This is an optimization exercise on Yosys and OpenROAD, whose aim is small area, not a production implementation.
Only simulation tests tie the RTL to the original design; equivalence was not proved.
No activity file was given, so power comes from the tool's default toggle rates.

==> design.v <==
module alu #(
    parameter DATA_WIDTH = 32
)(
    input  wire [DATA_WIDTH-1:0]    operand_a,       
    input  wire [DATA_WIDTH-1:0]    operand_b,       
    input  wire                     carry_in,        
    input  wire [3:0]               alu_op,          
    output reg  [DATA_WIDTH-1:0]    result,          
    output wire                     flag_n,          
    output wire                     flag_z,          
    output reg                      flag_c,          
    output reg                      flag_v           
);
    wire [DATA_WIDTH-1:0]   not_a;
    wire [DATA_WIDTH-1:0]   not_b;
    wire [DATA_WIDTH:0]     sum_ab;          
    wire [DATA_WIDTH:0]     sum_abc;         
    wire [DATA_WIDTH:0]     diff_ab;         
    wire [DATA_WIDTH:0]     diff_abc;        
    wire [DATA_WIDTH:0]     diff_ba;         
    wire [DATA_WIDTH:0]     diff_bac;        
    wire                    ov_add;          
    wire                    ov_adc;          
    wire                    ov_sub;          
    wire                    ov_sbc;          
    wire                    ov_rsb;          
    wire                    ov_rsc;          
    assign not_a = ~operand_a;
    assign not_b = ~operand_b;
    assign sum_ab  = {1'b0, operand_a} + {1'b0, operand_b};
    assign sum_abc = {1'b0, operand_a} + {1'b0, operand_b} + {{DATA_WIDTH{1'b0}}, carry_in};
    assign diff_ab  = {1'b0, operand_a} + {1'b0, not_b} + {{DATA_WIDTH{1'b0}}, 1'b1};
    assign diff_abc = {1'b0, operand_a} + {1'b0, not_b} + {{DATA_WIDTH{1'b0}}, carry_in};
    assign diff_ba  = {1'b0, operand_b} + {1'b0, not_a} + {{DATA_WIDTH{1'b0}}, 1'b1};
    assign diff_bac = {1'b0, operand_b} + {1'b0, not_a} + {{DATA_WIDTH{1'b0}}, carry_in};
    assign ov_add = (operand_a[DATA_WIDTH-1] == operand_b[DATA_WIDTH-1]) &&
                    (sum_ab[DATA_WIDTH-1] != operand_a[DATA_WIDTH-1]);
    assign ov_adc = (operand_a[DATA_WIDTH-1] == operand_b[DATA_WIDTH-1]) &&
                    (sum_abc[DATA_WIDTH-1] != operand_a[DATA_WIDTH-1]);
    assign ov_sub = (operand_a[DATA_WIDTH-1] != operand_b[DATA_WIDTH-1]) &&
                    (diff_ab[DATA_WIDTH-1] != operand_a[DATA_WIDTH-1]);
    assign ov_sbc = (operand_a[DATA_WIDTH-1] != operand_b[DATA_WIDTH-1]) &&
                    (diff_abc[DATA_WIDTH-1] != operand_a[DATA_WIDTH-1]);
    assign ov_rsb = (operand_b[DATA_WIDTH-1] != operand_a[DATA_WIDTH-1]) &&
                    (diff_ba[DATA_WIDTH-1] != operand_b[DATA_WIDTH-1]);
    assign ov_rsc = (operand_b[DATA_WIDTH-1] != operand_a[DATA_WIDTH-1]) &&
                    (diff_bac[DATA_WIDTH-1] != operand_b[DATA_WIDTH-1]);
    always @(*) begin
        result = {DATA_WIDTH{1'b0}};
        flag_c = carry_in;   
        flag_v = 1'b0;
        case (alu_op)
            4'b0000: begin
                result = operand_a & operand_b;
            end
            4'b0001: begin
                result = operand_a ^ operand_b;
            end
            4'b1100: begin
                result = operand_a | operand_b;
            end
            4'b1110: begin
                result = operand_a & not_b;   
            end
            4'b1101: begin
                result = operand_b;
            end
            4'b1111: begin
                result = not_b;
            end
            4'b0100: begin
                result = sum_ab[DATA_WIDTH-1:0];
                flag_c = sum_ab[DATA_WIDTH];
                flag_v = ov_add;
            end
            4'b0101: begin
                result = sum_abc[DATA_WIDTH-1:0];
                flag_c = sum_abc[DATA_WIDTH];
                flag_v = ov_adc;
            end
            4'b0010: begin
                result = diff_ab[DATA_WIDTH-1:0];
                flag_c = diff_ab[DATA_WIDTH];    
                flag_v = ov_sub;
            end
            4'b0110: begin
                result = diff_abc[DATA_WIDTH-1:0];
                flag_c = diff_abc[DATA_WIDTH];
                flag_v = ov_sbc;
            end
            4'b0011: begin
                result = diff_ba[DATA_WIDTH-1:0];
                flag_c = diff_ba[DATA_WIDTH];
                flag_v = ov_rsb;
            end
            4'b0111: begin
                result = diff_bac[DATA_WIDTH-1:0];
                flag_c = diff_bac[DATA_WIDTH];
                flag_v = ov_rsc;
            end
            4'b1000: begin
                result = operand_a & operand_b;
            end
            4'b1001: begin
                result = operand_a ^ operand_b;
            end
            4'b1010: begin
                result = diff_ab[DATA_WIDTH-1:0];
                flag_c = diff_ab[DATA_WIDTH];
                flag_v = ov_sub;
            end
            4'b1011: begin
                result = sum_ab[DATA_WIDTH-1:0];
                flag_c = sum_ab[DATA_WIDTH];
                flag_v = ov_add;
            end
            default: begin
                result = {DATA_WIDTH{1'b0}};
                flag_c = carry_in;
                flag_v = 1'b0;
            end
        endcase
    end
    assign flag_n = result[DATA_WIDTH-1];
    assign flag_z = (result == {DATA_WIDTH{1'b0}});
endmodule
module barrel_shifter #(
    parameter DATA_WIDTH = 32
)(
    input  wire [DATA_WIDTH-1:0]    data_in,         
    input  wire [4:0]               shift_amount,    
    input  wire [1:0]               shift_type,      
    input  wire                     carry_in,        
    input  wire                     shift_by_reg,    
    output reg  [DATA_WIDTH-1:0]    data_out,        
    output reg                      carry_out        
);
    reg  [DATA_WIDTH-1:0]   lsl_out;
    reg                     lsl_carry;
    reg  [DATA_WIDTH-1:0]   lsr_out;
    reg                     lsr_carry;
    reg  [DATA_WIDTH-1:0]   asr_out;
    reg                     asr_carry;
    reg  [DATA_WIDTH-1:0]   ror_out;
    reg                     ror_carry;
    wire [DATA_WIDTH-1:0]   rrx_out;
    wire                    rrx_carry;
    wire [2*DATA_WIDTH-1:0] ror_extended;
    always @(*) begin
        if (shift_amount == 5'd0) begin
            lsl_out   = data_in;
            lsl_carry = carry_in;
        end else if (shift_amount < 6'd32) begin
            lsl_out   = data_in << shift_amount;
            lsl_carry = data_in[DATA_WIDTH - shift_amount];
        end else if (shift_amount == 6'd32) begin
            lsl_out   = {DATA_WIDTH{1'b0}};
            lsl_carry = data_in[0];
        end else begin
            lsl_out   = {DATA_WIDTH{1'b0}};
            lsl_carry = 1'b0;
        end
    end
    always @(*) begin
        if (shift_amount == 5'd0) begin
            if (shift_by_reg) begin
                lsr_out   = data_in;
                lsr_carry = carry_in;
            end else begin
                lsr_out   = {DATA_WIDTH{1'b0}};
                lsr_carry = data_in[DATA_WIDTH-1];
            end
        end else if (shift_amount < 6'd32) begin
            lsr_out   = data_in >> shift_amount;
            lsr_carry = data_in[shift_amount - 1];
        end else if (shift_amount == 6'd32) begin
            lsr_out   = {DATA_WIDTH{1'b0}};
            lsr_carry = data_in[DATA_WIDTH-1];
        end else begin
            lsr_out   = {DATA_WIDTH{1'b0}};
            lsr_carry = 1'b0;
        end
    end
    always @(*) begin
        if (shift_amount == 5'd0) begin
            if (shift_by_reg) begin
                asr_out   = data_in;
                asr_carry = carry_in;
            end else begin
                asr_out   = {DATA_WIDTH{data_in[DATA_WIDTH-1]}};
                asr_carry = data_in[DATA_WIDTH-1];
            end
        end else if (shift_amount < 6'd32) begin
            asr_out   = $signed(data_in) >>> shift_amount;
            asr_carry = data_in[shift_amount - 1];
        end else begin
            asr_out   = {DATA_WIDTH{data_in[DATA_WIDTH-1]}};
            asr_carry = data_in[DATA_WIDTH-1];
        end
    end
    assign ror_extended = {data_in, data_in};
    always @(*) begin
        if (shift_amount == 5'd0) begin
            if (shift_by_reg) begin
                ror_out   = data_in;
                ror_carry = carry_in;
            end else begin
                ror_out   = rrx_out;
                ror_carry = rrx_carry;
            end
        end else begin
            ror_out   = ror_extended[shift_amount[4:0] +: DATA_WIDTH];
            ror_carry = data_in[(shift_amount[4:0] - 1) & 5'h1F];
        end
    end
    assign rrx_out   = {carry_in, data_in[DATA_WIDTH-1:1]};
    assign rrx_carry = data_in[0];
    always @(*) begin
        case (shift_type)
            2'b00: begin
                data_out  = lsl_out;
                carry_out = lsl_carry;
            end
            2'b01: begin
                data_out  = lsr_out;
                carry_out = lsr_carry;
            end
            2'b10: begin
                data_out  = asr_out;
                carry_out = asr_carry;
            end
            2'b11: begin
                data_out  = ror_out;
                carry_out = ror_carry;
            end
            default: begin
                data_out  = data_in;
                carry_out = carry_in;
            end
        endcase
    end
endmodule
module register_file #(
    parameter DATA_WIDTH = 32,
    parameter ADDR_WIDTH = 4,
    parameter NUM_REGS   = 16
)(
    input  wire                     clk,
    input  wire                     rst_n,
    input  wire [ADDR_WIDTH-1:0]    rd_addr_1,
    output wire [DATA_WIDTH-1:0]    rd_data_1,
    input  wire [ADDR_WIDTH-1:0]    rd_addr_2,
    output wire [DATA_WIDTH-1:0]    rd_data_2,
    input  wire [ADDR_WIDTH-1:0]    rd_addr_3,
    output wire [DATA_WIDTH-1:0]    rd_data_3,
    input  wire                     wr_en,
    input  wire [ADDR_WIDTH-1:0]    wr_addr,
    input  wire [DATA_WIDTH-1:0]    wr_data,
    input  wire [DATA_WIDTH-1:0]    pc               
);
    reg [DATA_WIDTH-1:0] registers [0:NUM_REGS-2];   
    integer i;
    always @(posedge clk or negedge rst_n) begin
        if (!rst_n) begin
            for (i = 0; i < NUM_REGS-1; i = i + 1) begin
                registers[i] <= {DATA_WIDTH{1'b0}};
            end
        end else if (wr_en && (wr_addr != 4'd15)) begin
            registers[wr_addr] <= wr_data;
        end
    end
    wire [DATA_WIDTH-1:0] rd_data_1_raw;
    assign rd_data_1_raw = (rd_addr_1 == 4'd15) ? (pc + 32'd8) :   
                                                  registers[rd_addr_1];
    assign rd_data_1 = (wr_en && (wr_addr == rd_addr_1) && (rd_addr_1 != 4'd15)) ? 
                       wr_data : rd_data_1_raw;
    wire [DATA_WIDTH-1:0] rd_data_2_raw;
    assign rd_data_2_raw = (rd_addr_2 == 4'd15) ? (pc + 32'd8) :
                                                  registers[rd_addr_2];
    assign rd_data_2 = (wr_en && (wr_addr == rd_addr_2) && (rd_addr_2 != 4'd15)) ? 
                       wr_data : rd_data_2_raw;
    wire [DATA_WIDTH-1:0] rd_data_3_raw;
    assign rd_data_3_raw = (rd_addr_3 == 4'd15) ? (pc + 32'd8) :
                                                  registers[rd_addr_3];
    assign rd_data_3 = (wr_en && (wr_addr == rd_addr_3) && (rd_addr_3 != 4'd15)) ? 
                       wr_data : rd_data_3_raw;
endmodule
module decoder (
    input  wire [31:0]              instruction,
    output wire [3:0]               cond,            
    output wire [1:0]               op,              
    output wire [3:0]               opcode,          
    output wire                     imm_flag,        
    output wire                     s_flag,          
    output wire [3:0]               rn,              
    output wire [3:0]               rd,              
    output wire [3:0]               rs,              
    output wire [3:0]               rm,              
    output wire [11:0]              imm12,           
    output wire [23:0]              offset24,        
    output reg                      reg_write,       
    output reg                      mem_read,        
    output reg                      mem_write,       
    output reg                      branch,          
    output reg                      branch_link,     
    output reg                      alu_src,         
    output reg                      mem_to_reg,      
    output reg  [3:0]               alu_op,          
    output reg  [1:0]               shift_type,      
    output reg  [4:0]               shift_amount     
);
    assign cond     = instruction[31:28];
    assign op       = instruction[27:26];
    assign imm_flag = instruction[25];
    assign opcode   = instruction[24:21];
    assign s_flag   = instruction[20];
    assign rn       = instruction[19:16];
    assign rd       = instruction[15:12];
    assign rs       = instruction[11:8];
    assign rm       = instruction[3:0];
    assign imm12    = instruction[11:0];
    assign offset24 = instruction[23:0];
    wire is_data_processing;
    wire is_multiply;
    wire is_load_store;
    wire is_branch;
    wire is_block_transfer;
    assign is_data_processing = (op == 2'b00) && 
                                 !((instruction[7:4] == 4'b1001) && !imm_flag);
    assign is_multiply        = (op == 2'b00) && 
                                 (instruction[7:4] == 4'b1001) && !imm_flag;
    assign is_load_store      = (op == 2'b01);
    assign is_branch          = (op == 2'b10);
    assign is_block_transfer  = (op == 2'b10) && !instruction[25];
    wire ls_load    = instruction[20];
    wire ls_byte    = instruction[22];
    wire ls_pre     = instruction[24];
    wire ls_up      = instruction[23];
    wire ls_wb      = instruction[21];
    wire br_link    = instruction[24];
    always @(*) begin
        reg_write    = 1'b0;
        mem_read     = 1'b0;
        mem_write    = 1'b0;
        branch       = 1'b0;
        branch_link  = 1'b0;
        alu_src      = 1'b0;
        mem_to_reg   = 1'b0;
        alu_op       = 4'b0100;
        shift_type   = 2'b00;
        shift_amount = 5'd0;
        if (is_data_processing) begin
            alu_op   = opcode;
            alu_src  = imm_flag;
            if (!imm_flag) begin
                shift_type   = instruction[6:5];
                shift_amount = instruction[4] ? 5'd0 :   
                                                instruction[11:7];   
            end else begin
                shift_type   = 2'b11;
                shift_amount = {instruction[11:8], 1'b0};   
            end
            case (opcode)
                4'b1000, 4'b1001, 4'b1010, 4'b1011: 
                    reg_write = 1'b0;
                default: 
                    reg_write = 1'b1;
            endcase
        end
        else if (is_multiply) begin
            reg_write = 1'b1;
            alu_op    = 4'b0100;   
        end
        else if (is_load_store) begin
            alu_op   = ls_up ? 4'b0100 : 4'b0010;   
            alu_src  = !imm_flag;   
            if (!imm_flag) begin
                shift_amount = 5'd0;
            end else begin
                shift_type   = instruction[6:5];
                shift_amount = instruction[11:7];
            end
            if (ls_load) begin
                mem_read   = 1'b1;
                mem_to_reg = 1'b1;
                reg_write  = 1'b1;
            end else begin
                mem_write  = 1'b1;
            end
            if (ls_wb || !ls_pre) begin
            end
        end
        else if (is_branch && instruction[25]) begin
            branch      = 1'b1;
            branch_link = br_link;
            if (br_link) begin
                reg_write = 1'b1;
            end
        end
    end
endmodule
module fetch_unit #(
    parameter ADDR_WIDTH = 32,
    parameter DATA_WIDTH = 32
)(
    input  wire                     clk,
    input  wire                     rst_n,
    input  wire                     stall,           
    input  wire                     flush,           
    input  wire                     branch_taken,    
    input  wire [ADDR_WIDTH-1:0]    branch_target,   
    output reg  [ADDR_WIDTH-1:0]    pc,              
    output wire [ADDR_WIDTH-1:0]    pc_next,         
    output wire [ADDR_WIDTH-1:0]    imem_addr,       
    output wire                     imem_rd_en,      
    input  wire [DATA_WIDTH-1:0]    imem_rd_data,    
    input  wire                     imem_rd_valid,   
    output wire [DATA_WIDTH-1:0]    instruction,     
    output wire                     valid            
);
    localparam RESET_VECTOR = 32'h0000_0000;
    assign pc_next = branch_taken ? branch_target : (pc + 32'd4);
    always @(posedge clk or negedge rst_n) begin
        if (!rst_n) begin
            pc <= RESET_VECTOR;
        end else if (flush) begin
            pc <= branch_taken ? branch_target : pc;
        end else if (!stall) begin
            pc <= pc_next;
        end
    end
    assign imem_addr = pc;
    assign imem_rd_en = !stall;
    assign instruction = (flush || !imem_rd_valid) ? 32'hE1A00000 : imem_rd_data;
    assign valid = imem_rd_valid && !flush && !stall;
endmodule
module execute_unit #(
    parameter DATA_WIDTH = 32,
    parameter ADDR_WIDTH = 32
)(
    input  wire                     clk,
    input  wire                     rst_n,
    input  wire [DATA_WIDTH-1:0]    rn_data,         
    input  wire [DATA_WIDTH-1:0]    rm_data,         
    input  wire [DATA_WIDTH-1:0]    rs_data,         
    input  wire [DATA_WIDTH-1:0]    imm_data,        
    input  wire [ADDR_WIDTH-1:0]    pc,              
    input  wire [3:0]               alu_op,          
    input  wire                     alu_src,         
    input  wire [1:0]               shift_type,      
    input  wire [4:0]               shift_amount,    
    input  wire                     carry_in,        
    input  wire [3:0]               cond,            
    input  wire [3:0]               cpsr_flags,      
    input  wire                     branch,          
    input  wire                     branch_link,     
    input  wire [1:0]               forward_a,       
    input  wire [1:0]               forward_b,       
    input  wire [DATA_WIDTH-1:0]    mem_fwd_data,    
    input  wire [DATA_WIDTH-1:0]    wb_fwd_data,     
    output wire [DATA_WIDTH-1:0]    alu_result,      
    output wire [DATA_WIDTH-1:0]    shifted_op,      
    output wire                     alu_n,           
    output wire                     alu_z,           
    output wire                     alu_c,           
    output wire                     alu_v,           
    output wire                     cond_pass,       
    output wire                     branch_taken,    
    output wire [ADDR_WIDTH-1:0]    branch_target    
);
    wire [DATA_WIDTH-1:0]   fwd_rn_data;
    wire [DATA_WIDTH-1:0]   fwd_rm_data;
    wire [DATA_WIDTH-1:0]   shifter_out;
    wire                    shifter_carry;
    wire [DATA_WIDTH-1:0]   alu_operand_a;
    wire [DATA_WIDTH-1:0]   alu_operand_b;
    wire                    alu_carry_in;
    wire                    cpsr_n, cpsr_z, cpsr_c, cpsr_v;
    assign fwd_rn_data = (forward_a == 2'b01) ? mem_fwd_data :
                         (forward_a == 2'b10)  ? wb_fwd_data  :
                                                   rn_data;
    assign fwd_rm_data = (forward_b == 2'b01) ? mem_fwd_data :
                         (forward_b == 2'b10)  ? wb_fwd_data  :
                                                   rm_data;
    wire [4:0] actual_shift_amount;
    assign actual_shift_amount = (shift_amount == 5'd0 && shift_type != 2'b00) ?
                                  rs_data[4:0] : shift_amount;
    barrel_shifter #(
        .DATA_WIDTH(DATA_WIDTH)
    ) u_shifter (
        .data_in        (fwd_rm_data),
        .shift_amount   (actual_shift_amount),
        .shift_type     (shift_type),
        .carry_in       (carry_in),
        .shift_by_reg   (shift_amount == 5'd0),
        .data_out       (shifter_out),
        .carry_out      (shifter_carry)
    );
    assign shifted_op = shifter_out;
    assign alu_operand_a = fwd_rn_data;
    assign alu_operand_b = alu_src ? imm_data : shifter_out;
    wire is_arithmetic;
    assign is_arithmetic = (alu_op == 4'b0100) || (alu_op == 4'b0101) ||
                           (alu_op == 4'b0010) || (alu_op == 4'b0110) ||
                           (alu_op == 4'b0011) || (alu_op == 4'b0111) ||
                           (alu_op == 4'b1010) || (alu_op == 4'b1011);
    assign alu_carry_in = is_arithmetic ? carry_in : shifter_carry;
    wire [DATA_WIDTH-1:0]   alu_result_internal;
    wire                    alu_n_internal, alu_z_internal;
    wire                    alu_c_internal, alu_v_internal;
    alu #(
        .DATA_WIDTH(DATA_WIDTH)
    ) u_alu (
        .operand_a  (alu_operand_a),
        .operand_b  (alu_operand_b),
        .carry_in   (alu_carry_in),
        .alu_op     (alu_op),
        .result     (alu_result_internal),
        .flag_n     (alu_n_internal),
        .flag_z     (alu_z_internal),
        .flag_c     (alu_c_internal),
        .flag_v     (alu_v_internal)
    );
    assign alu_result = alu_result_internal;
    assign alu_n = alu_n_internal;
    assign alu_z = alu_z_internal;
    assign alu_c = is_arithmetic ? alu_c_internal : shifter_carry;
    assign alu_v = is_arithmetic ? alu_v_internal : cpsr_v;   
    assign cpsr_n = cpsr_flags[3];
    assign cpsr_z = cpsr_flags[2];
    assign cpsr_c = cpsr_flags[1];
    assign cpsr_v = cpsr_flags[0];
    reg cond_result;
    always @(*) begin
        case (cond)
            4'b0000: cond_result = cpsr_z;                           
            4'b0001: cond_result = ~cpsr_z;                          
            4'b0010: cond_result = cpsr_c;                           
            4'b0011: cond_result = ~cpsr_c;                          
            4'b0100: cond_result = cpsr_n;                           
            4'b0101: cond_result = ~cpsr_n;                          
            4'b0110: cond_result = cpsr_v;                           
            4'b0111: cond_result = ~cpsr_v;                          
            4'b1000: cond_result = cpsr_c & ~cpsr_z;                 
            4'b1001: cond_result = ~cpsr_c | cpsr_z;                 
            4'b1010: cond_result = (cpsr_n == cpsr_v);               
            4'b1011: cond_result = (cpsr_n != cpsr_v);               
            4'b1100: cond_result = ~cpsr_z & (cpsr_n == cpsr_v);     
            4'b1101: cond_result = cpsr_z | (cpsr_n != cpsr_v);      
            4'b1110: cond_result = 1'b1;                             
            4'b1111: cond_result = 1'b0;                             
            default:  cond_result = 1'b1;
        endcase
    end
    assign cond_pass = cond_result;
    wire [31:0] branch_offset;
    assign branch_offset = {{6{imm_data[23]}}, imm_data[23:0], 2'b00};
    assign branch_target = pc + 32'd8 + branch_offset;
    assign branch_taken  = branch & cond_pass;
endmodule
module memory_unit #(
    parameter DATA_WIDTH = 32,
    parameter ADDR_WIDTH = 32
)(
    input  wire                     clk,
    input  wire                     rst_n,
    input  wire                     mem_read,        
    input  wire                     mem_write,       
    input  wire [1:0]               mem_size,        
    input  wire                     mem_signed,      
    input  wire [ADDR_WIDTH-1:0]    addr,            
    input  wire [DATA_WIDTH-1:0]    write_data,      
    output reg  [DATA_WIDTH-1:0]    read_data,       
    output wire                     mem_stall,       
    output wire [ADDR_WIDTH-1:0]    dmem_addr,       
    output wire [DATA_WIDTH-1:0]    dmem_wr_data,    
    output wire                     dmem_wr_en,      
    output wire                     dmem_rd_en,      
    output wire [3:0]               dmem_byte_en,    
    input  wire [DATA_WIDTH-1:0]    dmem_rd_data,    
    input  wire                     dmem_rd_valid    
);
    wire [1:0] byte_offset;
    reg  [3:0] byte_enable;
    reg  [DATA_WIDTH-1:0] aligned_write_data;
    wire [DATA_WIDTH-1:0] raw_read_data;
    assign byte_offset = addr[1:0];
    always @(*) begin
        case (mem_size)
            2'b00: begin
                case (byte_offset)
                    2'b00: byte_enable = 4'b0001;
                    2'b01: byte_enable = 4'b0010;
                    2'b10: byte_enable = 4'b0100;
                    2'b11: byte_enable = 4'b1000;
                endcase
            end
            2'b01: begin
                case (byte_offset[1])
                    1'b0: byte_enable = 4'b0011;
                    1'b1: byte_enable = 4'b1100;
                endcase
            end
            default: begin
                byte_enable = 4'b1111;
            end
        endcase
    end
    always @(*) begin
        case (mem_size)
            2'b00: begin
                case (byte_offset)
                    2'b00: aligned_write_data = {24'b0, write_data[7:0]};
                    2'b01: aligned_write_data = {16'b0, write_data[7:0], 8'b0};
                    2'b10: aligned_write_data = {8'b0, write_data[7:0], 16'b0};
                    2'b11: aligned_write_data = {write_data[7:0], 24'b0};
                endcase
            end
            2'b01: begin
                case (byte_offset[1])
                    1'b0: aligned_write_data = {16'b0, write_data[15:0]};
                    1'b1: aligned_write_data = {write_data[15:0], 16'b0};
                endcase
            end
            default: begin
                aligned_write_data = write_data;
            end
        endcase
    end
    assign raw_read_data = dmem_rd_data;
    always @(*) begin
        case (mem_size)
            2'b00: begin
                case (byte_offset)
                    2'b00: read_data = mem_signed ? {{24{raw_read_data[7]}}, raw_read_data[7:0]} :
                                                    {24'b0, raw_read_data[7:0]};
                    2'b01: read_data = mem_signed ? {{24{raw_read_data[15]}}, raw_read_data[15:8]} :
                                                    {24'b0, raw_read_data[15:8]};
                    2'b10: read_data = mem_signed ? {{24{raw_read_data[23]}}, raw_read_data[23:16]} :
                                                    {24'b0, raw_read_data[23:16]};
                    2'b11: read_data = mem_signed ? {{24{raw_read_data[31]}}, raw_read_data[31:24]} :
                                                    {24'b0, raw_read_data[31:24]};
                endcase
            end
            2'b01: begin
                case (byte_offset[1])
                    1'b0: read_data = mem_signed ? {{16{raw_read_data[15]}}, raw_read_data[15:0]} :
                                                   {16'b0, raw_read_data[15:0]};
                    1'b1: read_data = mem_signed ? {{16{raw_read_data[31]}}, raw_read_data[31:16]} :
                                                   {16'b0, raw_read_data[31:16]};
                endcase
            end
            default: begin
                read_data = raw_read_data;
            end
        endcase
    end
    assign dmem_addr = {addr[ADDR_WIDTH-1:2], 2'b00};
    assign dmem_wr_data = aligned_write_data;
    assign dmem_wr_en   = mem_write;
    assign dmem_rd_en   = mem_read;
    assign dmem_byte_en = byte_enable;
    assign mem_stall = mem_read && !dmem_rd_valid;
endmodule
module hazard_unit (
    input  wire                     clk,
    input  wire                     rst_n,
    input  wire [3:0]               id_rn,           
    input  wire [3:0]               id_rm,           
    input  wire [3:0]               id_rs,           
    input  wire                     id_branch,       
    input  wire [3:0]               ex_rd,           
    input  wire                     ex_mem_read,     
    input  wire                     ex_reg_write,    
    input  wire [3:0]               mem_rd,          
    input  wire                     mem_reg_write,   
    input  wire                     branch_taken,    
    output reg                      stall_if,        
    output reg                      stall_id,        
    output reg                      flush_if,        
    output reg                      flush_id,        
    output reg                      flush_ex         
);
    wire load_use_hazard;
    assign load_use_hazard = ex_mem_read && ex_reg_write && (ex_rd != 4'd0) &&
                             ((ex_rd == id_rn) || (ex_rd == id_rm) || (ex_rd == id_rs));
    wire branch_hazard;
    assign branch_hazard = branch_taken;
    always @(*) begin
        stall_if = 1'b0;
        stall_id = 1'b0;
        flush_if = 1'b0;
        flush_id = 1'b0;
        flush_ex = 1'b0;
        if (load_use_hazard) begin
            stall_if = 1'b1;
            stall_id = 1'b1;
            flush_ex = 1'b1;   
        end
        if (branch_hazard) begin
            flush_if = 1'b1;
            flush_id = 1'b1;
            stall_if = 1'b0;
            stall_id = 1'b0;
        end
    end
endmodule
module forwarding_unit (
    input  wire [3:0]               ex_rn,           
    input  wire [3:0]               ex_rm,           
    input  wire [3:0]               mem_rd,          
    input  wire                     mem_reg_write,   
    input  wire [3:0]               wb_rd,           
    input  wire                     wb_reg_write,    
    output reg  [1:0]               forward_a,       
    output reg  [1:0]               forward_b        
);
    always @(*) begin
        forward_a = 2'b00;
        if (mem_reg_write && 
            (mem_rd != 4'd0) &&      
            (mem_rd != 4'd15) &&     
            (mem_rd == ex_rn)) begin
            forward_a = 2'b01;
        end
        else if (wb_reg_write && 
                 (wb_rd != 4'd0) &&
                 (wb_rd != 4'd15) &&
                 (wb_rd == ex_rn)) begin
            forward_a = 2'b10;
        end
    end
    always @(*) begin
        forward_b = 2'b00;
        if (mem_reg_write && 
            (mem_rd != 4'd0) &&
            (mem_rd != 4'd15) &&
            (mem_rd == ex_rm)) begin
            forward_b = 2'b01;
        end
        else if (wb_reg_write && 
                 (wb_rd != 4'd0) &&
                 (wb_rd != 4'd15) &&
                 (wb_rd == ex_rm)) begin
            forward_b = 2'b10;
        end
    end
endmodule
module cortex_a9_top #(
    parameter DATA_WIDTH = 32,
    parameter ADDR_WIDTH = 32
)(
    input  wire                     clk,             
    input  wire                     rst_n,           
    output wire [ADDR_WIDTH-1:0]    imem_addr,       
    output wire                     imem_rd_en,      
    input  wire [DATA_WIDTH-1:0]    imem_rd_data,    
    input  wire                     imem_rd_valid,   
    output wire [ADDR_WIDTH-1:0]    dmem_addr,       
    output wire [DATA_WIDTH-1:0]    dmem_wr_data,    
    output wire                     dmem_wr_en,      
    output wire                     dmem_rd_en,      
    output wire [3:0]               dmem_byte_en,    
    input  wire [DATA_WIDTH-1:0]    dmem_rd_data,    
    input  wire                     dmem_rd_valid,   
    input  wire                     irq_n,           
    input  wire                     fiq_n,           
    output wire [ADDR_WIDTH-1:0]    debug_pc,        
    output wire [DATA_WIDTH-1:0]    debug_instr,     
    output wire [3:0]               debug_cpsr_flags,  
    output wire                     debug_halted     
);
    wire [ADDR_WIDTH-1:0]   if_pc;               
    wire [ADDR_WIDTH-1:0]   if_pc_next;          
    wire [DATA_WIDTH-1:0]   if_instruction;      
    wire                    if_valid;            
    reg  [ADDR_WIDTH-1:0]   id_pc_r;
    reg  [DATA_WIDTH-1:0]   id_instruction_r;
    reg                     id_valid_r;
    wire [3:0]              id_cond;             
    wire [1:0]              id_op;               
    wire [3:0]              id_opcode;           
    wire                    id_imm_flag;         
    wire                    id_s_flag;           
    wire [3:0]              id_rn;               
    wire [3:0]              id_rd;               
    wire [3:0]              id_rs;               
    wire [3:0]              id_rm;               
    wire [11:0]             id_imm12;            
    wire [23:0]             id_offset24;         
    wire [DATA_WIDTH-1:0]   id_rn_data;          
    wire [DATA_WIDTH-1:0]   id_rm_data;          
    wire [DATA_WIDTH-1:0]   id_rs_data;          
    wire                    id_reg_write;        
    wire                    id_mem_read;         
    wire                    id_mem_write;        
    wire                    id_branch;           
    wire                    id_branch_link;      
    wire                    id_alu_src;          
    wire                    id_mem_to_reg;       
    wire [3:0]              id_alu_op;           
    wire [1:0]              id_shift_type;       
    wire [4:0]              id_shift_amount;     
    reg  [ADDR_WIDTH-1:0]   ex_pc_r;
    reg  [DATA_WIDTH-1:0]   ex_rn_data_r;
    reg  [DATA_WIDTH-1:0]   ex_rm_data_r;
    reg  [DATA_WIDTH-1:0]   ex_rs_data_r;
    reg  [DATA_WIDTH-1:0]   ex_imm_ext_r;
    reg  [3:0]              ex_rd_r;
    reg  [3:0]              ex_rn_addr_r;
    reg  [3:0]              ex_rm_addr_r;
    reg                     ex_reg_write_r;
    reg                     ex_mem_read_r;
    reg                     ex_mem_write_r;
    reg                     ex_branch_r;
    reg                     ex_branch_link_r;
    reg                     ex_alu_src_r;
    reg                     ex_mem_to_reg_r;
    reg                     ex_s_flag_r;
    reg  [3:0]              ex_alu_op_r;
    reg  [1:0]              ex_shift_type_r;
    reg  [4:0]              ex_shift_amount_r;
    reg  [3:0]              ex_cond_r;
    reg                     ex_valid_r;
    wire [DATA_WIDTH-1:0]   ex_alu_operand_a;    
    wire [DATA_WIDTH-1:0]   ex_alu_operand_b;    
    wire [DATA_WIDTH-1:0]   ex_shifted_operand;  
    wire [DATA_WIDTH-1:0]   ex_alu_result;       
    wire                    ex_alu_n;            
    wire                    ex_alu_z;            
    wire                    ex_alu_c;            
    wire                    ex_alu_v;            
    wire                    ex_cond_pass;        
    wire                    ex_branch_taken;     
    wire [ADDR_WIDTH-1:0]   ex_branch_target;    
    reg  [DATA_WIDTH-1:0]   mem_alu_result_r;
    reg  [DATA_WIDTH-1:0]   mem_write_data_r;
    reg  [3:0]              mem_rd_r;
    reg                     mem_reg_write_r;
    reg                     mem_mem_read_r;
    reg                     mem_mem_write_r;
    reg                     mem_mem_to_reg_r;
    reg                     mem_valid_r;
    wire [DATA_WIDTH-1:0]   mem_read_data;       
    reg  [DATA_WIDTH-1:0]   wb_alu_result_r;
    reg  [DATA_WIDTH-1:0]   wb_mem_data_r;
    reg  [3:0]              wb_rd_r;
    reg                     wb_reg_write_r;
    reg                     wb_mem_to_reg_r;
    reg                     wb_valid_r;
    wire [DATA_WIDTH-1:0]   wb_write_data;       
    wire                    stall_if;            
    wire                    stall_id;            
    wire                    flush_if;            
    wire                    flush_id;            
    wire                    flush_ex;            
    wire [1:0]              forward_a;           
    wire [1:0]              forward_b;           
    reg  [31:0]             cpsr_r;
    wire                    cpsr_n, cpsr_z, cpsr_c, cpsr_v;
    fetch_unit #(
        .ADDR_WIDTH     (ADDR_WIDTH),
        .DATA_WIDTH     (DATA_WIDTH)
    ) u_fetch_unit (
        .clk            (clk),
        .rst_n          (rst_n),
        .stall          (stall_if),
        .flush          (flush_if),
        .branch_taken   (ex_branch_taken),
        .branch_target  (ex_branch_target),
        .pc             (if_pc),
        .pc_next        (if_pc_next),
        .imem_addr      (imem_addr),
        .imem_rd_en     (imem_rd_en),
        .imem_rd_data   (imem_rd_data),
        .imem_rd_valid  (imem_rd_valid),
        .instruction    (if_instruction),
        .valid          (if_valid)
    );
    always @(posedge clk or negedge rst_n) begin
        if (!rst_n) begin
            id_pc_r          <= {ADDR_WIDTH{1'b0}};
            id_instruction_r <= 32'hE1A00000;
            id_valid_r       <= 1'b0;
        end else if (flush_id) begin
            id_pc_r          <= {ADDR_WIDTH{1'b0}};
            id_instruction_r <= 32'hE1A00000;
            id_valid_r       <= 1'b0;
        end else if (!stall_id) begin
            id_pc_r          <= if_pc;
            id_instruction_r <= if_instruction;
            id_valid_r       <= if_valid;
        end
    end
    decoder u_decoder (
        .instruction    (id_instruction_r),
        .cond           (id_cond),
        .op             (id_op),
        .opcode         (id_opcode),
        .imm_flag       (id_imm_flag),
        .s_flag         (id_s_flag),
        .rn             (id_rn),
        .rd             (id_rd),
        .rs             (id_rs),
        .rm             (id_rm),
        .imm12          (id_imm12),
        .offset24       (id_offset24),
        .reg_write      (id_reg_write),
        .mem_read       (id_mem_read),
        .mem_write      (id_mem_write),
        .branch         (id_branch),
        .branch_link    (id_branch_link),
        .alu_src        (id_alu_src),
        .mem_to_reg     (id_mem_to_reg),
        .alu_op         (id_alu_op),
        .shift_type     (id_shift_type),
        .shift_amount   (id_shift_amount)
    );
    register_file #(
        .DATA_WIDTH     (DATA_WIDTH),
        .ADDR_WIDTH     (4),
        .NUM_REGS       (16)
    ) u_register_file (
        .clk            (clk),
        .rst_n          (rst_n),
        .rd_addr_1      (id_rn),
        .rd_addr_2      (id_rm),
        .rd_addr_3      (id_rs),
        .rd_data_1      (id_rn_data),
        .rd_data_2      (id_rm_data),
        .rd_data_3      (id_rs_data),
        .wr_en          (wb_reg_write_r & wb_valid_r),
        .wr_addr        (wb_rd_r),
        .wr_data        (wb_write_data),
        .pc             (if_pc)
    );
    always @(posedge clk or negedge rst_n) begin
        if (!rst_n) begin
            ex_pc_r           <= {ADDR_WIDTH{1'b0}};
            ex_rn_data_r      <= {DATA_WIDTH{1'b0}};
            ex_rm_data_r      <= {DATA_WIDTH{1'b0}};
            ex_rs_data_r      <= {DATA_WIDTH{1'b0}};
            ex_imm_ext_r      <= {DATA_WIDTH{1'b0}};
            ex_rd_r           <= 4'b0;
            ex_rn_addr_r      <= 4'b0;
            ex_rm_addr_r      <= 4'b0;
            ex_reg_write_r    <= 1'b0;
            ex_mem_read_r     <= 1'b0;
            ex_mem_write_r    <= 1'b0;
            ex_branch_r       <= 1'b0;
            ex_branch_link_r  <= 1'b0;
            ex_alu_src_r      <= 1'b0;
            ex_mem_to_reg_r   <= 1'b0;
            ex_s_flag_r       <= 1'b0;
            ex_alu_op_r       <= 4'b0;
            ex_shift_type_r   <= 2'b0;
            ex_shift_amount_r <= 5'b0;
            ex_cond_r         <= 4'b1110;
            ex_valid_r        <= 1'b0;
        end else if (flush_ex) begin
            ex_reg_write_r    <= 1'b0;
            ex_mem_read_r     <= 1'b0;
            ex_mem_write_r    <= 1'b0;
            ex_branch_r       <= 1'b0;
            ex_valid_r        <= 1'b0;
        end else if (!stall_id) begin
            ex_pc_r           <= id_pc_r;
            ex_rn_data_r      <= id_rn_data;
            ex_rm_data_r      <= id_rm_data;
            ex_rs_data_r      <= id_rs_data;
            ex_imm_ext_r      <= {{20{id_imm12[11]}}, id_imm12};   
            ex_rd_r           <= id_rd;
            ex_rn_addr_r      <= id_rn;
            ex_rm_addr_r      <= id_rm;
            ex_reg_write_r    <= id_reg_write;
            ex_mem_read_r     <= id_mem_read;
            ex_mem_write_r    <= id_mem_write;
            ex_branch_r       <= id_branch;
            ex_branch_link_r  <= id_branch_link;
            ex_alu_src_r      <= id_alu_src;
            ex_mem_to_reg_r   <= id_mem_to_reg;
            ex_s_flag_r       <= id_s_flag;
            ex_alu_op_r       <= id_alu_op;
            ex_shift_type_r   <= id_shift_type;
            ex_shift_amount_r <= id_shift_amount;
            ex_cond_r         <= id_cond;
            ex_valid_r        <= id_valid_r;
        end
    end
    execute_unit #(
        .DATA_WIDTH     (DATA_WIDTH),
        .ADDR_WIDTH     (ADDR_WIDTH)
    ) u_execute_unit (
        .clk            (clk),
        .rst_n          (rst_n),
        .rn_data        (ex_rn_data_r),
        .rm_data        (ex_rm_data_r),
        .rs_data        (ex_rs_data_r),
        .imm_data       (ex_imm_ext_r),
        .pc             (ex_pc_r),
        .alu_op         (ex_alu_op_r),
        .alu_src        (ex_alu_src_r),
        .shift_type     (ex_shift_type_r),
        .shift_amount   (ex_shift_amount_r),
        .carry_in       (cpsr_c),
        .cond           (ex_cond_r),
        .cpsr_flags     ({cpsr_n, cpsr_z, cpsr_c, cpsr_v}),
        .branch         (ex_branch_r),
        .branch_link    (ex_branch_link_r),
        .forward_a      (forward_a),
        .forward_b      (forward_b),
        .mem_fwd_data   (mem_alu_result_r),
        .wb_fwd_data    (wb_write_data),
        .alu_result     (ex_alu_result),
        .shifted_op     (ex_shifted_operand),
        .alu_n          (ex_alu_n),
        .alu_z          (ex_alu_z),
        .alu_c          (ex_alu_c),
        .alu_v          (ex_alu_v),
        .cond_pass      (ex_cond_pass),
        .branch_taken   (ex_branch_taken),
        .branch_target  (ex_branch_target)
    );
    always @(posedge clk or negedge rst_n) begin
        if (!rst_n) begin
            mem_alu_result_r  <= {DATA_WIDTH{1'b0}};
            mem_write_data_r  <= {DATA_WIDTH{1'b0}};
            mem_rd_r          <= 4'b0;
            mem_reg_write_r   <= 1'b0;
            mem_mem_read_r    <= 1'b0;
            mem_mem_write_r   <= 1'b0;
            mem_mem_to_reg_r  <= 1'b0;
            mem_valid_r       <= 1'b0;
        end else begin
            mem_alu_result_r  <= ex_alu_result;
            mem_write_data_r  <= ex_rm_data_r;   
            mem_rd_r          <= ex_rd_r;
            mem_reg_write_r   <= ex_reg_write_r & ex_cond_pass;
            mem_mem_read_r    <= ex_mem_read_r & ex_cond_pass;
            mem_mem_write_r   <= ex_mem_write_r & ex_cond_pass;
            mem_mem_to_reg_r  <= ex_mem_to_reg_r;
            mem_valid_r       <= ex_valid_r & ex_cond_pass;
        end
    end
    memory_unit #(
        .DATA_WIDTH     (DATA_WIDTH),
        .ADDR_WIDTH     (ADDR_WIDTH)
    ) u_memory_unit (
        .clk            (clk),
        .rst_n          (rst_n),
        .mem_read       (mem_mem_read_r),
        .mem_write      (mem_mem_write_r),
        .mem_size       (2'b10),             
        .mem_signed     (1'b0),              
        .addr           (mem_alu_result_r),
        .write_data     (mem_write_data_r),
        .read_data      (mem_read_data),
        .mem_stall      (),                  
        .dmem_addr      (dmem_addr),
        .dmem_wr_data   (dmem_wr_data),
        .dmem_wr_en     (dmem_wr_en),
        .dmem_rd_en     (dmem_rd_en),
        .dmem_byte_en   (dmem_byte_en),
        .dmem_rd_data   (dmem_rd_data),
        .dmem_rd_valid  (dmem_rd_valid)
    );
    always @(posedge clk or negedge rst_n) begin
        if (!rst_n) begin
            wb_alu_result_r   <= {DATA_WIDTH{1'b0}};
            wb_mem_data_r     <= {DATA_WIDTH{1'b0}};
            wb_rd_r           <= 4'b0;
            wb_reg_write_r    <= 1'b0;
            wb_mem_to_reg_r   <= 1'b0;
            wb_valid_r        <= 1'b0;
        end else begin
            wb_alu_result_r   <= mem_alu_result_r;
            wb_mem_data_r     <= mem_read_data;
            wb_rd_r           <= mem_rd_r;
            wb_reg_write_r    <= mem_reg_write_r;
            wb_mem_to_reg_r   <= mem_mem_to_reg_r;
            wb_valid_r        <= mem_valid_r;
        end
    end
    assign wb_write_data = wb_mem_to_reg_r ? wb_mem_data_r : wb_alu_result_r;
    hazard_unit u_hazard_unit (
        .clk            (clk),
        .rst_n          (rst_n),
        .id_rn          (id_rn),
        .id_rm          (id_rm),
        .id_rs          (id_rs),
        .id_branch      (id_branch),
        .ex_rd          (ex_rd_r),
        .ex_mem_read    (ex_mem_read_r),
        .ex_reg_write   (ex_reg_write_r),
        .mem_rd         (mem_rd_r),
        .mem_reg_write  (mem_reg_write_r),
        .branch_taken   (ex_branch_taken),
        .stall_if       (stall_if),
        .stall_id       (stall_id),
        .flush_if       (flush_if),
        .flush_id       (flush_id),
        .flush_ex       (flush_ex)
    );
    forwarding_unit u_forwarding_unit (
        .ex_rn          (ex_rn_addr_r),
        .ex_rm          (ex_rm_addr_r),
        .mem_rd         (mem_rd_r),
        .mem_reg_write  (mem_reg_write_r),
        .wb_rd          (wb_rd_r),
        .wb_reg_write   (wb_reg_write_r),
        .forward_a      (forward_a),
        .forward_b      (forward_b)
    );
    assign cpsr_n = cpsr_r[31];
    assign cpsr_z = cpsr_r[30];
    assign cpsr_c = cpsr_r[29];
    assign cpsr_v = cpsr_r[28];
    always @(posedge clk or negedge rst_n) begin
        if (!rst_n) begin
            cpsr_r <= {24'b0, 1'b1, 1'b1, 1'b0, 5'b10011};   
        end else if (ex_valid_r && ex_s_flag_r && ex_cond_pass) begin
            cpsr_r[31] <= ex_alu_n;
            cpsr_r[30] <= ex_alu_z;
            cpsr_r[29] <= ex_alu_c;
            cpsr_r[28] <= ex_alu_v;
        end
    end
    assign debug_pc         = if_pc;
    assign debug_instr      = id_instruction_r;
    assign debug_cpsr_flags = {cpsr_n, cpsr_z, cpsr_c, cpsr_v};
    assign debug_halted     = 1'b0;   
endmodule
==> run.sh <==
#!/bin/bash
# synth_recipe.tcl (not shown) runs the flow's synth.tcl, then flattens the netlist and writes it again
# the make line also repeats each setting of config.mk as NAME=value (left out here)
make -C /OpenROAD-flow-scripts/flow DESIGN_CONFIG=/design/flow/config.mk WORK_HOME=/design/flow/orfs CLKGATE_MAP_FILE= SYNTH_SCRIPT=/design/flow/synth_recipe.tcl finish
==> config.mk <==
export PLATFORM = sky130hd
export DESIGN_NAME = cortex_a9_top
export DESIGN_NICKNAME = cortex_a9_top
export VERILOG_FILES = /design/flow/design.v
export SDC_FILE = /design/flow/constraint.sdc
export NUM_CORES = 4
export LEC_CHECK = 0
export CAP_MARGIN = 20
export CORE_MARGIN = 2
export CORE_UTILIZATION = 40
export PLACE_DENSITY = 0.6
export SLEW_MARGIN = 20
==> constraint.sdc <==
create_clock -name core_clock -period 16.0 [get_ports {clk}]
set_input_delay 3.2000 -clock core_clock [delete_from_list [all_inputs] [get_ports {clk}]]
set_output_delay 3.2000 -clock core_clock [all_outputs]
set_load 0.01 [all_outputs]
==> summary.md <==
| Metric | Value |
|---|---|
| Status | timing/DRC/antenna clean |
| Final Cycle Share | 0.8486 |
| Hold-fix buffers at CTS | 0 |
| GRT overflow | 0 |
| CP endpoint kind | flip-flop |
| Share of post-route cells with drive strength above 1 | 0.09433 |
| Yosys warnings | 11 |
| Cell variety after synth | 120 |
| Final Net Count | 8509 |
| Reg2Reg Launch Point | wb_rd_r[1] |
| Die X | 408.2 µm |
| Final min period | roughly 14000 ps |
| Crit Path Class | flip-flop to flip-flop |
| PD cells | 203.9 nW/µm² |
| GRT met2 Usage | 0.6203 |
| CTS Sinks | 869 |
| # Max-Cap Violations | 0 |
| Setup Buffers After CTS | 0 |
| All-layer global routing usage | 0.4475 |
| Vias in the first global route | 68490 |
| Fillers | 16440 |
| Clock Skew | between 40 and 50 ps |
| Crit path largest cell delay | approximately 930 ps |
| Top_reg_cell synth | dfrtp_1 |
| Clock root cell | clkbuf_16 |
| Gates resized, CTS repair | 0 |
| Crit path max-delay family | compound AO/OA/AOI/OAI gates |
| Met3 usage | 0.1677 |
| Leakage | 29.84 nW |
| Max-Slew Margin vs Limit | 0.1149 |
| Slew @ Worst Pin | 1318 ps |
| Worst-path clk slew | 60 ps |
| R2R setup slack | around 2400 ps |
| Register area share after synthesis | 0.3329 |
| Area Growth Syn to Fin | 12.83% |
| Final Hold Vio Count | 0 |
| Setup-failing EPs final | 0 |
| Critical R2R Capture | cpsr_r[30] |
| Antenna violations before repair | 30 |
| Post-synth EDFFs | 0 |
| Hold Path Sink | wb_mem_to_reg_r |
| Pwr Total | 0.01504 W |
| Routed via count | between 70000 and 80000 |
| CP startpoint kind | flip-flop |
| Drt first pass iters | 9 |
| GR Util met1 | 0.5884 |
| Num CTS Buffers | slightly above 90 |
| Syn Inst Count | 8298 |
| Clk latency of the worst-skew pair | 730 ps |
| Core area | 162600 µm² |
| # DRC | 0 |
| Ports | 242 |
| Starting Density | 0.4020 |
| Die Y | about 410 µm |
| RSZ-0062 raised after global routing | no |
| Commonest non-fill, non-tap cell in the layout | nand2_1 |
| Max Freq | 0.07365 GHz |
| Vias/cell | between 7 and 8 |
| Rows | 148 |
| Die area | around 170000 µm² |
| CP Max Fanout | 35 |
| Fin Setup TNS | 0 ps |
| CTS max path bufs | 3 |
| HPWL Detailed | ~280000 µm |
| Arr. time, crit path | about 14000 ps |
| Async set-reset flop share out of synthesis | 1.000 |
| Reg2Reg Depth | 27 |
| CTS tree | yes |
| Routability cong. | 1.098 |
| Syn_area_per_cell | around 8 µm² |
| Synth Register Bits | 869 |
| IO buf count | 231 |
| Slowest CP cell | a31oi_1 |
| H-tree depth | 3 |
| Number of routed nets with antenna violations | 0 |
| Hold Path Stages | 0 |
| CP bufs+invs | 2 |
| Mapped Area | between 60000 and 70000 µm² |
| Largest net degree at the start of global routing | 180 |
| Final Max Slew Viols | 0 |
| VDD IR-drop max | 124.6 µV |
| Hold Crit Class | flip-flop to flip-flop |
| Starting DRC count in detailed routing | 12390 |
| Critical Path RT | 16610 ps |
| Most frequent cells in the layout | nand2_1, nor2_1, dfrtp_1, a21oi_1, o21ai_0 |
| First-pass GRT wire length | ~540000 µm |
| Routed wire length | 387200 µm |
| Busiest grt layer | met2 |
| Hold_sp | mem_mem_to_reg_r |
| Drt wl/cell | 36.86 µm |
-- synth_stat cells (33+ instances only) --
master | n | area (µm²)
a22o_1 | 62 | 543.0
a21o_1 | 44 | 330.3
buf_1 | 60 | 225.2
nor3_1 | 211 | 1056
o22ai_1 | 136 | 850.8
dfrtp_1 | 860 | 21520
nand2b_1 | 49 | 306.5
a221oi_1 | 66 | 578.1
o21ai_0 | 581 | 2908
or3_1 | 47 | 294.0
and2_1 | 38 | 237.7
buf_2 | 67 | 335.3
xor2_1 | 69 | 604.3
a31oi_1 | 72 | 450.4
mux2i_1 | 124 | 1241
and3_1 | 52 | 325.3
inv_1 | 159 | 596.8
nor4_1 | 59 | 369.1
mux2_2 | 48 | 540.5
nand4_1 | 145 | 907.1
o31ai_1 | 52 | 390.4
nand2_1 | 967 | 3630
ha_1 | 196 | 2452
o221ai_1 | 60 | 525.5
a22oi_1 | 367 | 2755
o211ai_1 | 91 | 683.2
a21oi_1 | 807 | 4039
clkbuf_1 | 530 | 1989
o21a_1 | 33 | 247.7
a222oi_1 | 53 | 530.5
xnor2_1 | 186 | 1629
nand3_1 | 257 | 1286
nor2_1 | 909 | 3412
buf_4 | 84 | 630.6
a211oi_1 | 132 | 991.0
-- where the power goes --
part | switching (W) | leakage, nW | internal (W)
Combinational | 0.00642 | 16.8 | 0.00284
Sequential | 0.000790 | 11.5 | 0.00274
Clock | 0.000955 | 1.52 | 0.00130
Total | 0.00816 | 29.8 | 0.00687
-- cells by family (layout without fill, tap and decap cells) --
| logic type | Yosys count | in the layout | share of synthesized area |
|---|---|---|---|
| simple gates | 2890 | 2890 | 0.1998 |
| buf+inv | 918 | 926 | 0.05967 |
| other cells | 2 | 25 | 0.0001149 |
| mux | 190 | 190 | 0.03346 |
| xor+xnor | 255 | 255 | 0.03417 |
| compound gates | 2972 | 2972 | 0.3008 |
| fa+ha+maj | 202 | 202 | 0.03905 |
| flops | 869 | 869 | 0.3329 |
-- metrics by stage --
stage                     utilization  hold WS, ps  setup slack [ps]  cells  area, µm²
after floorplan                     -        331.2              6173   8303      65380
after global placement         0.4336        334.0              3316  10320      70500
after detailed placement       0.4338        337.0              3332  10320      70520
after CTS                      0.4528        350.5              3293  10490      73620
after global routing           0.4534        366.3              2433  10490      73710
final                          0.4536        350.6              2423  10500      73740
-- state kept, by name, indices dropped and copies added, names as in the netlist, 5 cells and up --
name / flops
mem_alu_result_r: 32
ex_rm_data_r: 32
ex_shift_amount_r: 5
ex_imm_ext_r: 12
wb_mem_data_r: 32
id_pc_r: 32
ex_rs_data_r: 5
u_register_file.registers: 480
id_instruction_r: 32
mem_write_data_r: 32
u_fetch_unit.pc: 32
ex_pc_r: 32
ex_rn_data_r: 32
wb_alu_result_r: 32
-- per-layer routing --
metal | vias to the layer above | wire, µm | share of wire
li1 | 30590 | - | -
met4 | 26 | 28880 | 0.075
met2 | 5711 | 153600 | 0.40
met5 | - | 236 | 0.00061
met3 | 1433 | 54290 | 0.14
met1 | 35920 | 150200 | 0.39
-- final cells by class --
type                       instances  area, µm²  share of cell area
antenna                           18      45.04           0.0006108
clock buffer                     141       2751             0.03731
clock inverter                    25      345.3            0.004683
inverter                         170      640.6            0.008687
multi-input combinational       6516      40430              0.5483
sequential                       869      21760              0.2951
tap                             2175       2721             0.03690
timing repair buffer             590       5047             0.06845
-- worst max-delay path by stage --
stage	cells past startpoint	slack, ps	end	startpoint
floorplan	41	6170	cpsr_r[30]	ex_shift_type_r[0]
global placement	32	3320	cpsr_r[30]	ex_shift_type_r[1]
detailed placement	33	3330	cpsr_r[30]	ex_shift_type_r[1]
CTS	33	3290	cpsr_r[30]	ex_shift_type_r[1]
global route	29	2430	cpsr_r[30]	wb_rd_r[1]
finish	27	2420	cpsr_r[30]	wb_rd_r[1]

separate check: timing with driven ports:
The results above use ideal ports. As a check the final layout listed here was re-extracted and re-timed, cells and wires unchanged.
Step 1, drivers: a clkbuf_16 drives clk and a buf_2 each remaining input, both assumed.
Step 2 moves the port delays by t, midway between the first and last clock arrival at a register: inputs arrive t later, outputs are due t later. That takes back most of the time a late clock gives input paths.
Slacks: ideal / step 1 / step 2; pairs: ideal / step 1.
shift t [ns]: 0.768
setup WS [ns]: 2.423 / 2.423 / 2.423
worst slew at a driven data input, ns: 0.13
cell pins on the clock port's net: 1
After both steps setup and hold are still met in this run. For this run, drivers alone change the setup slack by 0.000 ns; drivers and shift together by 0.000 ns.
